This is an optimization exercise on Yosys and OpenROAD, whose aim is small area, a short achievable clock period and few clock cycles per item, not a production implementation.
At most, simulation tests tie the RTL to the original design; equivalence was not proved.

== trial 69 ==
==> module cordic, before the edit <==
module cordic #(
    parameter WIDTH = 16,
    parameter ITERATIONS = 16,
    parameter FRAC_BITS = 14
) (
    input wire clk,
    input wire rst,
    input wire start,
    input wire signed [WIDTH-1:0] theta,
    output wire signed [WIDTH-1:0] cos_out,
    output wire signed [WIDTH-1:0] sin_out,
    output reg done
);
    reg signed [15:0] x, y, z;
    reg dir;
    reg [3:0] cnt;           
    wire busy = |cnt;
    assign cos_out = x;
    assign sin_out = y;
    reg [15:0] atab;
    always @(*) begin
        case (cnt)
            4'd2:  atab = 16'h0FAD;
            4'd3:  atab = 16'h07F5;
            4'd4:  atab = 16'h03FE;
            4'd5:  atab = 16'h01FF;
            4'd6:  atab = 16'h00FF;
            4'd7:  atab = 16'h007F;
            4'd8:  atab = 16'h003F;
            4'd9:  atab = 16'h001F;
            4'd10: atab = 16'h000F;
            4'd11: atab = 16'h0007;
            4'd12: atab = 16'h0003;
            4'd13: atab = 16'h0001;
            default: atab = 16'h0000;
        endcase
    end
    wire [15:0] c01 = z[15] ? (dir ? 16'h4FEF : 16'h1497)
                            : (dir ? 16'hEB69 : 16'hB011);
    wire first = (cnt == 4'd1);
    wire [15:0] zadd = first ? c01 : (atab ^ {16{~dir}});
    wire zcin = ~dir & ~first;
    wire [15:0] zn = z + zadd + {15'd0, zcin};
    wire [15:0] t1 = theta + (theta[15] ? 16'h3243 : 16'hCDBD);
    wire signed [15:0] xs = x >>> cnt;
    wire signed [15:0] ys = y >>> cnt;
    wire signed [15:0] xn = x + (ys ^ {16{~dir}}) + {15'd0, ~dir};
    wire signed [15:0] yn = y + (xs ^ {16{dir}}) + {15'd0, dir};
    always @(posedge clk or posedge rst) begin
        if (rst) begin
            cnt <= 4'd0;
            done <= 1'b0;
        end else if (start && !busy) begin
            cnt <= 4'd1;
            done <= 1'b0;
        end else if (busy) begin
            cnt <= cnt + 4'd1;
            if (cnt == 4'd15) done <= 1'b1;
        end
    end
    always @(posedge clk) begin
        if (busy) begin
            z <= zn;
            dir <= zn[15];
        end else begin
            z <= theta;
            dir <= t1[15];
        end
        if (start && !busy) begin
            x <= 16'sh4DBA;
            y <= theta[15] ? -16'sh4DBA : 16'sh4DBA;
        end else if (busy) begin
            x <= xn;
            y <= yn;
        end
    end
endmodule
clock: 9.0 ns
lec_check: 0
abc_area: 1
cap_margin: 20
core_margin: 2
core_utilization: 65
setup_slack_margin: 5.0
slew_margin: 20
standard.sh (not shown) runs the stock make flow with config.mk's settings and CLKGATE_MAP_FILE= SYNTH_SCRIPT=/design/flow/synth_recipe.tcl, a recipe that flattens the netlist after the stock synthesis.
==> flow/flow/run.sh <==
#!/bin/bash
# The standard layout with plain buffers on the ports.
set -euo pipefail
bash standard.sh "BUFFER_PORTS_ARGS=-buffer_cell sky130_fd_sc_hd__buf_1" finish > flow_make.log 2>&1
Testbench counts of trial 69, summed over its fixed seeds: cycles 51,200, items 3,200.
--- input diff trial 69..trial 72 ---
==> flow/design.v <==
module cordic #(
    parameter WIDTH = 16,
    parameter ITERATIONS = 16,
    parameter FRAC_BITS = 14
) (
    input wire clk,
    input wire rst,
    input wire start,
    input wire signed [WIDTH-1:0] theta,
    output wire signed [WIDTH-1:0] cos_out,
    output wire signed [WIDTH-1:0] sin_out,
    output reg done
);
    reg signed [15:0] x, y, z;
    reg [3:0] cnt;           
    wire busy = |cnt;
    assign cos_out = x;
    assign sin_out = y;
    reg signed [15:0] atab;
    always @(*) begin
        case (cnt)
            4'd1:  atab = 16'h1DAC;
            4'd2:  atab = 16'h0FAD;
            4'd3:  atab = 16'h07F5;
            4'd4:  atab = 16'h03FE;
            4'd5:  atab = 16'h01FF;
            4'd6:  atab = 16'h00FF;
            4'd7:  atab = 16'h007F;
            4'd8:  atab = 16'h003F;
            4'd9:  atab = 16'h001F;
            4'd10: atab = 16'h000F;
            4'd11: atab = 16'h0007;
            4'd12: atab = 16'h0003;
            4'd13: atab = 16'h0001;
            default: atab = 16'h0000;
        endcase
    end
    wire d0n = theta[15];
    wire signed [15:0] z1 = theta + (d0n ? 16'sh3243 : -16'sh3243);
    wire signed [15:0] y1 = d0n ? -16'sh4DBA : 16'sh4DBA;
    wire dn = z[15];
    wire signed [15:0] zn = z + (atab ^ {16{~dn}}) + {15'd0, ~dn};
    wire signed [15:0] xs = x >>> cnt;
    wire signed [15:0] ys = y >>> cnt;
    wire signed [15:0] xn = x + (ys ^ {16{~dn}}) + {15'd0, ~dn};
    wire signed [15:0] yn = y + (xs ^ {16{dn}}) + {15'd0, dn};
    always @(posedge clk or posedge rst) begin
        if (rst) begin
            cnt <= 4'd0;
            done <= 1'b0;
        end else if (start && !busy) begin
            cnt <= 4'd1;
            done <= 1'b0;
        end else if (busy) begin
            cnt <= cnt + 4'd1;
            if (cnt == 4'd15) done <= 1'b1;
        end
    end
    always @(posedge clk) begin
        if (start && !busy) begin
            x <= 16'sh4DBA;
            y <= y1;
            z <= z1;
        end else if (busy) begin
            x <= xn;
            y <= yn;
            z <= zn;
        end
    end
endmodule
Notes after the runs:
Re mapped cell area: trial 72 and trial 69 aren't equal, and the lower value belongs to trial 69.
Trial 72 completed every stage of the flow, and the final layout passed the timing, DRC and antenna checks.
Trial 72 supports a higher top clock frequency than trial 69.
Trial 69 → trial 72: instance area after placement shows an increase of 5.7%, wire length saw an increase, number of iterations in the first detailed-routing pass rose 2, met2 wire length has decreased.
Filler cell count delta for trial 72 relative to trial 69: 62 higher
Between trial 72 and trial 69, it is trial 72 whose weighted congestion reported at the end of routability-driven placement is lower, by 0.070.
For trial 72, only the layout was checked, not whether the RTL still works.

Setup of old:
cordic again, from the RTL that the note above started with.
export LEC_CHECK = 0
export ABC_AREA = 1
export CAP_MARGIN = 20
export CORE_MARGIN = 2
export CORE_UTILIZATION = 55
export SETUP_SLACK_MARGIN = 5.0
export SLEW_MARGIN = 20
create_clock -name core_clock -period 9.0 [get_ports {clk}]
==> flow/flow/run.sh <==
#!/bin/bash
# The standard layout with plain buffers on the ports, and repair_timing
# aiming at a tighter period than the clock's (the SDC stays as it is).
set -euo pipefail
bash standard.sh "BUFFER_PORTS_ARGS=-buffer_cell sky130_fd_sc_hd__buf_1" SETUP_SLACK_MARGIN=5.75 finish > flow_make.log 2>&1
Testbench counts of old, summed over its fixed seeds: cycles 51,200, items 3,200.
The inputs of new differ from those of old as listed below.
--- a/flow/design.v
+++ b/flow/design.v
@@ -13,7 +13,10 @@
 );
     reg signed [15:0] x, y, z;
-    reg dir;
+    reg dir;                 
+    reg zpos;                
     reg [3:0] cnt;           
-    wire busy = |cnt;
+    reg [3:0] cx;            
+    reg [3:0] cyn;           
+    reg busy;                
     assign cos_out = x;
     assign sin_out = y;
@@ -36,13 +39,13 @@
         endcase
     end
-    wire [15:0] c01 = z[15] ? (dir ? 16'h4FEF : 16'h1497)
-                            : (dir ? 16'hEB69 : 16'hB011);
+    wire [15:0] c01 = z[15] ? (zpos ? 16'h1497 : 16'h4FEF)
+                            : (zpos ? 16'hB011 : 16'hEB69);
     wire first = (cnt == 4'd1);
-    wire [15:0] zadd = first ? c01 : (atab ^ {16{~dir}});
-    wire zcin = ~dir & ~first;
+    wire [15:0] zadd = first ? c01 : (atab ^ {16{zpos}});
+    wire zcin = zpos & ~first;
     wire [15:0] zn = z + zadd + {15'd0, zcin};
     wire [15:0] t1 = theta + (theta[15] ? 16'h3243 : 16'hCDBD);
-    wire signed [15:0] xs = x >>> cnt;
-    wire signed [15:0] ys = y >>> cnt;
+    wire signed [15:0] xs = x >>> cx;
+    wire signed [15:0] ys = y >>> ~cyn;
     wire signed [15:0] xn = x + (ys ^ {16{~dir}}) + {15'd0, ~dir};
     wire signed [15:0] yn = y + (xs ^ {16{dir}}) + {15'd0, dir};
@@ -50,11 +53,16 @@
         if (rst) begin
             cnt <= 4'd0;
+            busy <= 1'b0;
             done <= 1'b0;
         end else if (start && !busy) begin
             cnt <= 4'd1;
+            busy <= 1'b1;
             done <= 1'b0;
         end else if (busy) begin
             cnt <= cnt + 4'd1;
-            if (cnt == 4'd15) done <= 1'b1;
+            if (cnt == 4'd15) begin
+                busy <= 1'b0;
+                done <= 1'b1;
+            end
         end
     end
@@ -63,7 +71,13 @@
             z <= zn;
             dir <= zn[15];
+            zpos <= ~zn[15];
+            cx <= cx + 4'd1;
+            cyn <= cyn - 4'd1;
         end else begin
+            cx <= 4'd1;
+            cyn <= ~4'd1;
             z <= theta;
             dir <= t1[15];
+            zpos <= ~t1[15];
         end
         if (start && !busy) begin
Results
- Compared with old, new degrades total die area.
- new against old: post-synthesis xor/xnor area fraction has decreased; multi-input combinational cell count has increased; layout overhead on the synthesized area has decreased.
- Comparing old and new, the higher fraction of standard cell area that is sequential is on new.
Testbench counts of new, summed over its fixed seeds: cycles 51,200, items 3,200.

-- port drivers added, routing unchanged --
Ports are ideal in the flow. The routed layouts listed here were re-timed in OpenROAD.
Step 1 (the two cells are an assumption about what drives the block):
set clk [get_ports {clk}]
set_driving_cell -lib_cell sky130_fd_sc_hd__clkbuf_16 $clk
set_driving_cell -lib_cell sky130_fd_sc_hd__buf_2 [delete_from_list [all_inputs] $clk]
Step 2 adds t to the input delays and takes it off the output delays; t is the mean of the earliest and latest rising clock arrival at the registers after step 1. Input paths then give back, and output paths get back, about the clock's delay inside the block.
a / b / c = ideal / step 1 / step 2; a / b = the first two.
run | t (ns) | setup WS [ns] | hold slack, ns | slew at the worst register clock pin (ns)
trial 69 | 0.356 | 5.220 / 5.220 / 5.014 | 0.533 / 0.533 / 0.533 | 0.12 / 0.12
trial 72 | 0.360 | 5.273 / 5.273 / 4.941 | 0.533 / 0.533 / 0.533 | 0.12 / 0.12
old | 0.374 | 5.678 / 5.678 / 5.376 | 0.516 / 0.516 / 0.516 | 0.10 / 0.10
new | 0.383 | 5.892 / 5.892 / 5.538 | 0.513 / 0.513 / 0.513 | 0.06 / 0.06
After both steps setup and hold are still met in every run listed. The setup slack of new, which loses most, moves by 0.000 ns with the drivers and by -0.354 ns with both steps.
